From an optimization exercise on the open Yosys and OpenROAD flow, aimed at small area, a short achievable clock period and few clock cycles per item; shortcuts taken in it are not production practice.
Where RTL was checked, it was by simulation tests only, not by an equivalence proof against the original.

==> module initialization, before the edit <==
module initialization(
    input [127:0] key,
    input [127:0] nonce,
    input clk,
    input rst,
    input start,
    output reg finish,
    output reg [319:0] state
 );
   localparam [63:0] IV = 64'h00001000808c0001;
   reg        busy;
   reg [3:0]  rnd;
   reg        last;    
   wire [127:0] kx = last ? key : 128'd0;
   wire [319:0] nxt;
   Perm P(.S(state), .rnd(rnd), .k3(kx[127:64]), .k4(kx[63:0]), .S_out(nxt));
   always @(posedge clk) begin
      if (rst) begin
         busy   <= 1'b0;
         finish <= 1'b0;
      end else if (start && !busy) begin
         busy   <= 1'b1;
         finish <= 1'b0;
      end else if (busy && last) begin
         busy   <= 1'b0;
         finish <= 1'b1;
      end
   end
   always @(posedge clk) begin
      if (start && !busy) begin
         state <= {IV, key, nonce};
         rnd   <= 4'd0;
         last  <= 1'b0;
      end else if (busy) begin
         state <= nxt;
         rnd   <= rnd + 4'd1;
         last  <= (rnd == 4'd10);
      end
   end
endmodule
Settings: LEC_CHECK=0, CAP_MARGIN=20, CORE_MARGIN=2, CORE_UTILIZATION=35, SETUP_SLACK_MARGIN=2.5, SLEW_MARGIN=20; clock period 5.0 ns.
standard.sh (not shown) runs the stock make flow with config.mk's settings and CLKGATE_MAP_FILE= SYNTH_SCRIPT=/design/flow/synth_recipe.tcl, a recipe that flattens the netlist after the stock synthesis.
==> flow/flow/run.sh <==
#!/bin/bash
set -euo pipefail
export BUFFER_PORTS_ARGS="-buffer_cell sky130_fd_sc_hd__buf_2"
bash standard.sh > standard.log 2>&1
Change:
--- a/flow/design.v
+++ b/flow/design.v
@@ -68,35 +68,41 @@
     input start,
     output reg finish,
     output reg [319:0] state
  );
    localparam [63:0] IV = 64'h00001000808c0001;
    reg        busy;
-   reg [3:0]  rnd;
+   reg [3:0]  rnd;     
    reg        last;    
+   wire       go = start && !busy;
    wire [127:0] kx = last ? key : 128'd0;
+   wire [319:0] src = busy ? state : {IV, key, nonce};
    wire [319:0] nxt;
-   Perm P(.S(state), .rnd(rnd), .k3(kx[127:64]), .k4(kx[63:0]), .S_out(nxt));
+   Perm P(.S(src), .rnd(rnd), .k3(kx[127:64]), .k4(kx[63:0]), .S_out(nxt));
    always @(posedge clk) begin
       if (rst) begin
          busy   <= 1'b0;
          finish <= 1'b0;
-      end else if (start && !busy) begin
+         rnd    <= 4'd0;
+         last   <= 1'b0;
+      end else if (go) begin
          busy   <= 1'b1;
          finish <= 1'b0;
-      end else if (busy && last) begin
-         busy   <= 1'b0;
-         finish <= 1'b1;
+         rnd    <= 4'd1;
+         last   <= 1'b0;
+      end else if (busy) begin
+         if (last) begin
+            busy   <= 1'b0;
+            finish <= 1'b1;
+            rnd    <= 4'd0;
+            last   <= 1'b0;
+         end else begin
+            rnd    <= rnd + 4'd1;
+            last   <= (rnd == 4'd10);
+         end
       end
    end
    always @(posedge clk) begin
-      if (start && !busy) begin
-         state <= {IV, key, nonce};
-         rnd   <= 4'd0;
-         last  <= 1'b0;
-      end else if (busy) begin
+      if (go || busy)
          state <= nxt;
-         rnd   <= rnd + 4'd1;
-         last  <= (rnd == 4'd10);
-      end
    end
 endmodule
After rerunning:
- via count climbs by 24%
- final area climbs by 50%
- worst setup slack degrades by 510 ps
- core utilization goes up by 23 points
- die area rises by 0.51%
- non-clock buffer count rises by 856
- worst hold slack gets worse by 23 ps
- sequential cell count is unchanged
- maximum frequency drops by 16%
Function was not checked in any run of this note: the RTL went through the layout flow alone.

========
## v6
The RTL this note starts from:
==> flow/design.v <==
`timescale 1ns/1ps
module sbox(
    input  [63:0] x0, x1, x2, x3, x4,
    output [63:0] n0, n1, n2, n3, n4,
    output [63:0] l0, l1, l2, l3, l4
    );
    assign n0 = x1 & ~(x4 ^ x2 ^ x0);
    assign l0 = x3 ^ x2 ^ x0;
    assign n1 = (x1 | x2 | x3) & ~(x1 & x2 & x3);
    assign l1 = x4 ^ x0;
    assign n2 = x4 & ~x3;
    assign l2 = ~(x2 ^ x1);
    assign n3 = (x4 ^ x3) & ~x0;
    assign l3 = x2 ^ x1 ^ x0;
    assign n4 = x1 & ~(x4 ^ x0);
    assign l4 = x4 ^ x3;
endmodule
`timescale 1ns / 1ps
module linear_sub(
    input  [63:0] n0, n1, n2, n3, n4,
    input  [63:0] l0, l1, l2, l3, l4,
    input  [63:0] k3, k4,
    output [63:0] o0, o1, o2, o3, o4
    );
    function [63:0] ror(input [63:0] x, input integer n);
        ror = (x >> n) | (x << (64 - n));
    endfunction
    function [63:0] sig(input [63:0] x, input integer a, input integer b);
        sig = x ^ ror(x, a) ^ ror(x, b);
    endfunction
    assign o0 = sig(n0, 19, 28) ^ sig(l0, 19, 28);
    assign o1 = sig(n1, 61, 39) ^ sig(l1, 61, 39);
    assign o2 = sig(n2, 1, 6)   ^ sig(l2, 1, 6);
    assign o3 = sig(n3, 10, 17) ^ (sig(l3, 10, 17) ^ k3);
    assign o4 = sig(n4, 7, 41)  ^ (sig(l4, 7, 41) ^ k4);
endmodule
`timescale 1ns / 1ps
module RND_Const(
    input  [63:0] x2_in,
    input  [3:0]  rnd,
    output [63:0] x2_out
);
    wire [3:0] hi = 4'd15 - rnd;
    assign x2_out = x2_in ^ {56'd0, hi, rnd};
endmodule
`timescale 1ns / 1ps
module Perm(
    input  [319:0] S,
    input  [3:0]   rnd,
    input  [63:0]  k3, k4,
    output [319:0] S_out
    );
    wire [63:0] x0, x1, x2, x3, x4;
    assign {x0, x1, x2, x3, x4} = S;
    wire [63:0] c2;
    RND_Const L1(.x2_in(x2), .rnd(rnd), .x2_out(c2));
    wire [63:0] n0, n1, n2, n3, n4, l0, l1, l2, l3, l4;
    sbox L2(.x0(x0), .x1(x1), .x2(c2), .x3(x3), .x4(x4),
            .n0(n0), .n1(n1), .n2(n2), .n3(n3), .n4(n4),
            .l0(l0), .l1(l1), .l2(l2), .l3(l3), .l4(l4));
    linear_sub L3(.n0(n0), .n1(n1), .n2(n2), .n3(n3), .n4(n4),
            .l0(l0), .l1(l1), .l2(l2), .l3(l3), .l4(l4), .k3(k3), .k4(k4),
            .o0(S_out[319:256]), .o1(S_out[255:192]), .o2(S_out[191:128]),
            .o3(S_out[127:64]), .o4(S_out[63:0]));
endmodule
`timescale 1ns / 1ps
module initialization(
    input [127:0] key,
    input [127:0] nonce,
    input clk,
    input rst,
    input start,
    output reg finish,
    output reg [319:0] state
 );
   localparam [63:0] IV = 64'h00001000808c0001;
   reg        busy;
   reg [3:0]  rnd;
   reg        last;    
   wire [127:0] kx = last ? key : 128'd0;
   wire [319:0] nxt;
   Perm P(.S(state), .rnd(rnd), .k3(kx[127:64]), .k4(kx[63:0]), .S_out(nxt));
   always @(posedge clk) begin
      if (rst) begin
         busy   <= 1'b0;
         finish <= 1'b0;
      end else if (start && !busy) begin
         busy   <= 1'b1;
         finish <= 1'b0;
      end else if (busy && last) begin
         busy   <= 1'b0;
         finish <= 1'b1;
      end
   end
   always @(posedge clk) begin
      if (busy) begin
         state <= nxt;
         rnd   <= rnd + 4'd1;
         last  <= (rnd == 4'd10);
      end else if (start) begin
         state <= {IV, key, nonce};
         rnd   <= 4'd0;
         last  <= 1'b0;
      end
   end
endmodule
==> flow/config.mk <==
export PLATFORM = sky130hd
export DESIGN_NAME = initialization
export DESIGN_NICKNAME = initialization
export VERILOG_FILES = /design/flow/design.v
export SDC_FILE = /design/flow/constraint.sdc
export NUM_CORES = 4
export LEC_CHECK = 0
export CAP_MARGIN = 20
export CORE_MARGIN = 2
export CORE_UTILIZATION = 35
export SETUP_SLACK_MARGIN = 2.5
export SLEW_MARGIN = 20
==> flow/constraint.sdc <==
create_clock -name core_clock -period 5.0 [get_ports {clk}]
set_input_delay 1.0000 -clock core_clock [delete_from_list [all_inputs] [get_ports {clk}]]
set_output_delay 1.0000 -clock core_clock [all_outputs]
set_load 0.01 [all_outputs]
Scripts as last shown in full above: flow/flow/run.sh
Testbench counts of v6, summed over its fixed seeds: cycles 5,000, items 384.
Input-level comparison between v7 and v6:
==> flow/design.v <==
`timescale 1ns/1ps
module sbox(
    input  [63:0] x0, x1, x2, x3, x4,
    output [63:0] sl0, sl1, sl2, sl3, sl4
    );
    wire [63:0] a0 = x0 ^ x4;
    wire [63:0] a4 = x4 ^ x3;
    wire [63:0] a2 = x2 ^ x1;
    wire [63:0] b0 = a0 ^ (~x1 & a2);
    wire [63:0] b1 = x1 ^ (~a2 & x3);
    wire [63:0] b2 = a2 ^ (~x3 & a4);
    wire [63:0] b3 = x3 ^ (~a4 & a0);
    wire [63:0] b4 = a4 ^ (~a0 & x1);
    assign sl0 = b0 ^ b4;
    assign sl1 = b1 ^ b0;
    assign sl2 = ~b2;
    assign sl3 = b3 ^ b2;
    assign sl4 = b4;
endmodule
`timescale 1ns / 1ps
module linear_sub(
    input  [63:0] x0, x1, x2, x3, x4,
    input  [63:0] k3, k4,
    output [63:0] o0, o1, o2, o3, o4
    );
    function [63:0] ror(input [63:0] x, input integer n);
        ror = (x >> n) | (x << (64 - n));
    endfunction
    assign o0 = (x0 ^ ror(x0, 19)) ^ ror(x0, 28);
    assign o1 = (x1 ^ ror(x1, 61)) ^ ror(x1, 39);
    assign o2 = (x2 ^ ror(x2, 1))  ^ ror(x2, 6);
    assign o3 = (x3 ^ ror(x3, 10)) ^ (ror(x3, 17) ^ k3);
    assign o4 = (x4 ^ ror(x4, 7))  ^ (ror(x4, 41) ^ k4);
endmodule
`timescale 1ns / 1ps
module RND_Const(
    input  [63:0] x2_in,
    input  [3:0]  rnd,
    output [63:0] x2_out
);
    wire [3:0] hi = 4'd15 - rnd;
    assign x2_out = x2_in ^ {56'd0, hi, rnd};
endmodule
`timescale 1ns / 1ps
module Perm(
    input  [319:0] S,
    input  [3:0]   rnd,
    input  [63:0]  k3, k4,
    output [319:0] S_out
    );
    wire [63:0] x0, x1, x2, x3, x4;
    assign {x0, x1, x2, x3, x4} = S;
    wire [63:0] c2;
    RND_Const L1(.x2_in(x2), .rnd(rnd), .x2_out(c2));
    wire [63:0] b0, b1, b2, b3, b4;
    sbox L2(.x0(x0), .x1(x1), .x2(c2), .x3(x3), .x4(x4),
            .sl0(b0), .sl1(b1), .sl2(b2), .sl3(b3), .sl4(b4));
    linear_sub L3(.x0(b0), .x1(b1), .x2(b2), .x3(b3), .x4(b4), .k3(k3), .k4(k4),
            .o0(S_out[319:256]), .o1(S_out[255:192]), .o2(S_out[191:128]),
            .o3(S_out[127:64]), .o4(S_out[63:0]));
endmodule
`timescale 1ns / 1ps
module initialization(
    input [127:0] key,
    input [127:0] nonce,
    input clk,
    input rst,
    input start,
    output reg finish,
    output reg [319:0] state
 );
   localparam [63:0] IV = 64'h00001000808c0001;
   reg        busy;
   reg [3:0]  rnd;
   reg        last;    
   wire [127:0] kx = last ? key : 128'd0;
   wire [319:0] nxt;
   Perm P(.S(state), .rnd(rnd), .k3(kx[127:64]), .k4(kx[63:0]), .S_out(nxt));
   always @(posedge clk) begin
      if (rst) begin
         busy   <= 1'b0;
         finish <= 1'b0;
      end else if (start && !busy) begin
         busy   <= 1'b1;
         finish <= 1'b0;
      end else if (busy && last) begin
         busy   <= 1'b0;
         finish <= 1'b1;
      end
   end
   always @(posedge clk) begin
      if (busy) begin
         state <= nxt;
         rnd   <= rnd + 4'd1;
         last  <= (rnd == 4'd10);
      end else if (start) begin
         state <= {IV, key, nonce};
         rnd   <= 4'd0;
         last  <= 1'b0;
      end
   end
endmodule
==> comparison <==
Lower overall routing resource usage goes to v6 over v7.
Taking v6 as the reference point, the share of final layout cell area taken by non-clock buffers of v7 rises by 1.1 points.
Summary of v7 over v6: met3 routing resource usage after global routing increased by 1.1 points relative to the old numbers.
state[240]$_DFFE_PP_ as the worst setup path startpoint was reported by v6, and state[79]$_DFFE_PP_ by v7.
Summary of v7 over v6: minimum clock period moved down; total number of nets in the final design moved down.
Critical-path cell with the highest stage delay: sky130_fd_sc_hd__xnor3_2 -> v7, sky130_fd_sc_hd__xor2_2 -> v6
Function not checked in v7: the RTL went through the layout flow alone.

## what the ideal ports hide
Ports are ideal in the flow. The routed layouts listed here were re-timed in OpenROAD. Step 1 assumes that a clkbuf_16 drives the clock port and a buf_2 every other input. Step 2 moves the port delays by t, midway between the first and last clock arrival at a register: inputs arrive t later, outputs are due t later. That takes back most of the time a late clock gives input paths. Slacks: ideal / step 1 / step 2; pairs: ideal / step 1.
run | t, ns | slack for setup (ns) | hold slack, ns | worst data-port slew with drivers (ns)
the first run of note 1 | 0.661 | 2.352 / 2.352 / 1.801 | 0.518 / 0.518 / 0.518 | 0.18
the second run of note 1 | 0.677 | 1.837 / 1.837 / 1.622 | 0.495 / 0.495 / 0.495 | 0.17
v6 | 0.657 | 2.339 / 2.339 / 2.180 | 0.499 / 0.499 / 0.499 | 0.12
v7 | 0.678 | 2.431 / 2.431 / 2.197 | 0.479 / 0.479 / 0.479 | 0.13
After both steps setup and hold are still met in every run listed. The setup slack of the first run of note 1, which loses most, moves by 0.000 ns with the drivers and by -0.551 ns with both steps.
